This is an optimization exercise on Yosys and OpenROAD, whose aim is small area, not a production implementation.
No functional check of the RTL was part of any run shown here.
Power is estimated from default activity; no workload was simulated.

## flow/design.v (module list and top-level ports; edited modules follow where they fit)
// module conv: 727 lines
module conv(clk_i, rst, Rm, Rn, max_index, done);
  // ...
==> flow/run.sh <==
#!/bin/bash
# synth_recipe.tcl (not shown) runs the flow's synth.tcl, then flattens the netlist and writes it again
# the make line also repeats each setting of config.mk as NAME=value (left out here)
make -C /OpenROAD-flow-scripts/flow DESIGN_CONFIG=/design/flow/config.mk WORK_HOME=/design/flow/orfs CLKGATE_MAP_FILE= SYNTH_SCRIPT=/design/flow/synth_recipe.tcl finish
==> flow/config.mk <==
export PLATFORM = sky130hd
export DESIGN_NAME = conv
export DESIGN_NICKNAME = conv
export VERILOG_FILES = /design/flow/design.v
export SDC_FILE = /design/flow/constraint.sdc
export NUM_CORES = 4
export LEC_CHECK = 0
export CAP_MARGIN = 30
export CORE_MARGIN = 2
export CORE_UTILIZATION = 65
export SLEW_MARGIN = 20
==> flow/constraint.sdc <==
create_clock -name core_clock -period 12.0 [get_ports {clk_i}]
set_input_delay 2.4000 -clock core_clock [delete_from_list [all_inputs] [get_ports {clk_i}]]
set_output_delay 2.4000 -clock core_clock [all_outputs]
set_load 0.01 [all_outputs]
==> flow_metrics.py, run 1 <==
metrics = {
    "hold_path": {
        "hp-class": "reg -> reg",
        "hp-start": "q[18]$_DFF_P_",
    },
    "drt": {
        "drt-total-wl_mm": 180,
        "top_layer": "met5",
        "num_vias": 48800,
    },
    "synth": {
        "synthArstFlopShare": 0,
        "syn_area_sq_um": 76900,
        "synth_top_area_frac": 0.348,
        "yosysUniqueCellTypes": 102,
        "avgSynthCellArea_sq_um": 11.8,
        "ys_seq_area_frac": 0.516,
        "post-synth-top-count-cell": "dfxtp_1",
    },
    "clocking": {
        "clkSlewWorstSetupHoldPaths_ns": 0.07,
    },
    "power_and_ir_drop": {
        "p_comb_uw": 3990,
    },
    "run_status": {
        "status": "timing/DRC/antenna clean",
    },
    "global_route": {
        "grt_pass1_wl_mm": 283,
        "grt_max_degree": 60,
    },
    "critical_path": {
        "critPathRequiredTime_ns": 12.61,
        "ff2ff_setup_slack_ns": 2.24,
        "r2r-end": "ps0a[16]$_DFFE_PP_",
        "reg2reg_from": "c2[1]$_SDFFE_PP0P_",
    },
    "final_layout": {
        "seq_cell_count": 1767,
        "final_cell_mix": "1337 x dfxtp_1, 712 x mux2i_1, 573 x nor2_1",
        "fillerInstances": 8226,
        "nNonClkInverters": 449,
        "reg_top3": "r3 (640), g_r2.r (432), w1 (216)",
    },
    "timing": {
        "fin_tns_setup_ns": 0,
        "period_needed_ns": 9.76,
    },
    "floorplan": {
        "start_util": 0.654,
    },
    "placement": {
        "hpwl_mm": 114,
    },
}
==> inputs of run 2 (changes only) <==
--- a/flow/design.v
+++ b/flow/design.v
@@ -112,28 +112,24 @@
             wire we = wr3 && ((p3h == gq && hiok3) || (p3h == (gq + 1) % 80 && look3));
             wire hd = ~we;
             always @(posedge clk_i)
                 r3[8*gq +: 8] <= ~((((gq % 2) == 0 ? d3e : d3o) & {8{we}}) |
                                    (r3[(8*gq + 8) % 640 +: 8] & {8{hd}}));
         end
     endgenerate
     wire signed [7:0] w3 = r3[7:0] ^ {8{pol}};
+    reg       fin;               
     reg [3:0] kcnt;              
-    reg [6:0] gin;               
-    wire      last_beat = IN && kcnt == 4'd8;
-    wire      grp = last_beat && gin != 7'd72;
+    wire      grp = IN && kcnt == 4'd8 && !fin;
     always @(posedge clk_i) begin
-        if (rst) begin
+        if (rst)
             kcnt <= 4'd0;
-            gin  <= 7'd0;
-        end else if (IN) begin
+        else if (IN)
             kcnt <= (kcnt == 4'd8) ? 4'd0 : kcnt + 4'd1;
-            if (grp) gin <= gin + 7'd1;
-        end
     end
     reg [71:0] sr;               
     reg [80:0] pb;               
     integer k;
     always @(posedge clk_i) begin
         if (IN) sr <= {sr[62:0], Rm[8:0]};
     end
     always @(posedge clk_i) begin
@@ -374,17 +370,16 @@
             assign mxv1[6*gf +: 6] = mx;
         end
     endgenerate
     reg [4:0] c2;                
     reg [1:0] b;
     reg [2:0] rho;
     reg [1:0] rm3;               
     reg [1:0] blk;
-    reg       fin;
     reg       zf;                
     always @(posedge clk_i) begin
         if (rst) begin
             c2 <= 5'd0; b <= 2'd0; rho <= 3'd0; rm3 <= 2'd0; blk <= 2'd0; fin <= 1'b0;
         end else begin
             if (c1 == 4'd9) c2 <= 5'd1;
             else if (c2 == 5'd17) c2 <= 5'd0;
             else if (c2 != 5'd0) c2 <= c2 + 5'd1;
==> flow/config.mk (replaced) <==
export PLATFORM = sky130hd
export DESIGN_NAME = conv
export DESIGN_NICKNAME = conv
export VERILOG_FILES = /design/flow/design.v
export SDC_FILE = /design/flow/constraint.sdc
export NUM_CORES = 4
export LEC_CHECK = 0
export CAP_MARGIN = 30
export CORE_MARGIN = 2
export CORE_UTILIZATION = 65
export CTS_BUF_LIST = sky130_fd_sc_hd__clkbuf_4
export SLEW_MARGIN = 20
==> run 2 against run 1 <==
Compared with the run above:
- worst setup slack got worse by 0.14 ns
- wire length is 3.5% higher
- synthesized area is 2.3% lower
- cell count is 3.9% higher
- clock power shrank 14%
- worst hold slack worse by 0.027 ns
- critical path type unchanged
- critical endpoint is now ps2b[16]$_DFFE_PP_
- largest cell class unchanged
- highest routed layer is now met4
==> flow_metrics.py, run 2 <==
metrics = {
    "run_status": {
        "status": "timing/DRC/antenna clean",
    },
    "timing": {
        "worst_pin_slew_ns": 1.31,
        "whs_ns": 0.292,
        "setup_viol": 0,
        "fmax_mhz": 101,
        "finalMaxSlewViolations": 0,
        "rsz0062_at_grt": "false",
        "relSlewSlack": 0.125,
        "fin_skew_ns": 0.112,
        "period_share": 0.825,
        "period_needed_ns": 9.89,
        "fin_tns_setup_ns": 0,
        "hold_viol_final": 0,
    },
    "global_route": {
        "grt_pass1_vias": 51000,
        "grt_max_degree": 80,
        "grt_pass1_wl_mm": 289,
        "antenna_found_initial": 9,
        "grtUsageTotal": 0.319,
        "gr-total-overflow": 0,
    },
    "clocking": {
        "insertion_delay_ns": 1.30,
        "cts_tree": "built",
        "cts_setup_buffers": 0,
        "cts_sinks": 1760,
        "numCtsBuffers": 440,
        "cts_max_level": 5,
        "ctsHoldBuffers": 0,
        "clkSlewWorstSetupHoldPaths_ns": 0.08,
        "clock_path_buffers": 4,
        "ctsRootBufferMaster": "clkbuf_4",
        "post_cts_resized": 0,
    },
    "power_and_ir_drop": {
        "power_density_nw_per_um2": 268,
        "total_power_uw": 22200,
        "leakagePower_uw": 0.0333,
        "ir_drop_v": 0.000447,
    },
    "synth": {
        "post-synth-top-count-cell": "dfxtp_1",
        "yosysUniqueCellTypes": 85,
        "synth-warning-count": 1,
        "synth_top_area_frac": 0.355,
        "avgSynthCellArea_sq_um": 11.8,
        "ys_ff_latch": 1760,
        "syn_area_sq_um": 75100,
        "postSynth.topFlopCell": "dfxtp_1",
        "synth_area_leaders": "dfxtp_1 35%, edfxtp_1 17%, fa_1 9.8%",
        "ys_seq_area_frac": 0.526,
        "synth-edff-count": 429,
        "synth_top_cell_by_area": "dfxtp_1",
        "syn-num-nets": 6971,
        "synthArstFlopShare": 0,
        "synth_cells": 6368,
        "synth_top_cells_by_count": "1331 x dfxtp_1, 707 x mux2i_1, 529 x nor2_1",
    },
    "job": {
        "cap_violations": 0,
    },
    "floorplan": {
        "start_util": 0.656,
        "die_area_sq_um": 118000,
        "fp.dieW_um": 344,
        "fp-row-count": 124,
        "coreArea_sq_um": 115000,
        "io_pins": 39,
        "die_h_um": 344,
    },
    "critical_path": {
        "ff2ff_setup_slack_ns": 2.11,
        "critPathRequiredTime_ns": 12.98,
        "cp-startpoint": "c2[1]$_SDFFE_PP0P_",
        "critPathMaxFanout": 30,
        "r2r-end": "ps2b[16]$_DFFE_PP_",
        "crit_end": "ps2b[16]$_DFFE_PP_",
        "reg2reg_from": "c2[1]$_SDFFE_PP0P_",
        "crit_top_cell": "fa_1",
        "worstSetupPathType": "reg -> reg",
        "worst_path_max_delay_cell": "mux2_2",
        "cp-start-kind": "flip-flop",
        "arrival_ns": 10.87,
        "end_kind": "flip-flop",
        "cpPeakStageDelay_ns": 0.64,
        "r2r_cells": 36,
    },
    "placement": {
        "placed_cells_incl_taps": 7725,
        "hpwl_mm": 117,
        "gp_congestion": 0.926,
        "port_buffers": 30,
    },
    "final_layout": {
        "largest_reg_flops": 640,
        "fin_util": 0.725,
        "instances_no_fill": 8498,
        "final_layout_size_suffix_gt1_frac": 0.145,
        "final_cell_mix": "1328 x dfxtp_1, 706 x mux2i_1, 636 x clkbuf_4",
        "nets": 7272,
        "regMostFlops": "r3",
        "reg_top3": "r3 (640), g_r2.r (432), w1 (216)",
        "areaGrowthSynthToFinish_pct": 10.6,
        "mostFrequentLayoutCell": "dfxtp_1",
    },
    "drt": {
        "avgViaCountPerCell": 5.90,
        "drt-pass1-iter-count": 10,
        "ant_nets": 0,
        "drt_iter0_drc": 4846,
        "drcViolationCount": 0,
        "wl_per_cell_um": 21.9,
        "drt-total-wl_mm": 186,
        "num_vias": 50100,
    },
    "hold_path": {
        "hp-class": "reg -> reg",
        "hp-start": "q[17]$_DFF_P_",
    },
}
run 2: kinds of logic (layout without fill, tap and decap cells):
logic type / Yosys count / in the layout / synth area share
flip-flops: 1760 / 1760 / 0.526
AND/OR/NAND/NOR: 1453 / 1453 / 0.0947
AO/OA/AOI/OAI: 897 / 897 / 0.0872
multiplexers: 787 / 787 / 0.106
buffers and inverters: 777 / 1391 / 0.0394
adder cells (fa/ha/maj): 570 / 570 / 0.132
XOR/XNOR: 124 / 124 / 0.0145
other: 0 / 4 / 0
run 2: through the flow:
stage	cell area (sq um)	worst slack, ns
after floorplan	75100	2.62
after global placement	77300	1.32
after detailed placement	77600	1.15
after CTS	82900	2.08
after global routing	83000	1.56
final	83000	2.11
run 2: power breakdown:
group | switching [uW] | leakage [uW] | internal, uW
sequential | 509 | 0.0156 | 8980
clock | 2320 | 0.00318 | 2440
combinational | 4800 | 0.0145 | 3180
run 2: critical path, delay by kind of cell (launching register included):
family | cells | cell delay (ns)
simple gates | 3 | 0.91
compound gates | 4 | 0.86
fa+ha+maj | 19 | 6.00
buf+inv | 7 | 0.50
xor+xnor | 2 | 0.30
mux | 1 | 0.64
flops | 1 | 0.38
run 2: how the worst min path moves through the flow:
stage	to	slack, ns	depth (start not counted)
6_report	q[3]$_DFF_P_	0.29	0
5_1_grt	q[3]$_DFF_P_	0.30	0
4_1_cts	q[3]$_DFF_P_	0.30	0
3_5_place_dp	q[21]$_DFF_P_	0.31	0
3_3_place_gp	q[66]$_DFF_P_	0.31	0
2_1_floorplan	q[0]$_DFF_P_	0.31	0
run 2: final cells by class:
type / count / area [sq um]
antenna: 4 / 10.0
clock buffer: 636 / 4770
clock inverter: 119 / 503
fill: 8296 / 31500
inverter: 452 / 1700
multi-input combinational: 3831 / 33000
sequential: 1760 / 39500
tap: 1512 / 1890
timing repair buffer: 184 / 1650
run 2: per-layer routing:
metal	track usage	part of all wire	wire, um	up-vias
met5	0	0	0	-
met1	0.416	0.41	76900	24500
met2	0.513	0.47	88000	2118
met3	0.0684	0.078	14600	510
met4	0.143	0.038	7000	0
li1	-	-	-	23000

==> re-timing with driven ports <==
The flow's constraints put no driver on any port. The routed layouts listed below were extracted and timed again, unchanged, in two steps.
Step 1: set_driving_cell puts a clkbuf_16 on clk_i and a buf_2 on each other input, an assumption about the parent block.
Step 2, shift: input delay + t, output delay - t, t = (earliest + latest rising clock arrival at the registers) / 2. This alone moves slack from input paths to output paths.
Three values: ideal, step 1, step 2; two values: the first two.
| run | shift t [ns] | setup slack, ns | worst setup path at the end |
|---|---|---|---|
| run 1 | 0.885 | 2.245 / 2.245 / 1.448 | input to register |
| run 2 | 1.331 | 2.106 / 2.106 / 0.864 | input to register |
After both steps every run listed still meets setup and hold. The setup slack of run 2, which loses most, moves by 0.000 ns with the drivers and by -1.242 ns with both steps.
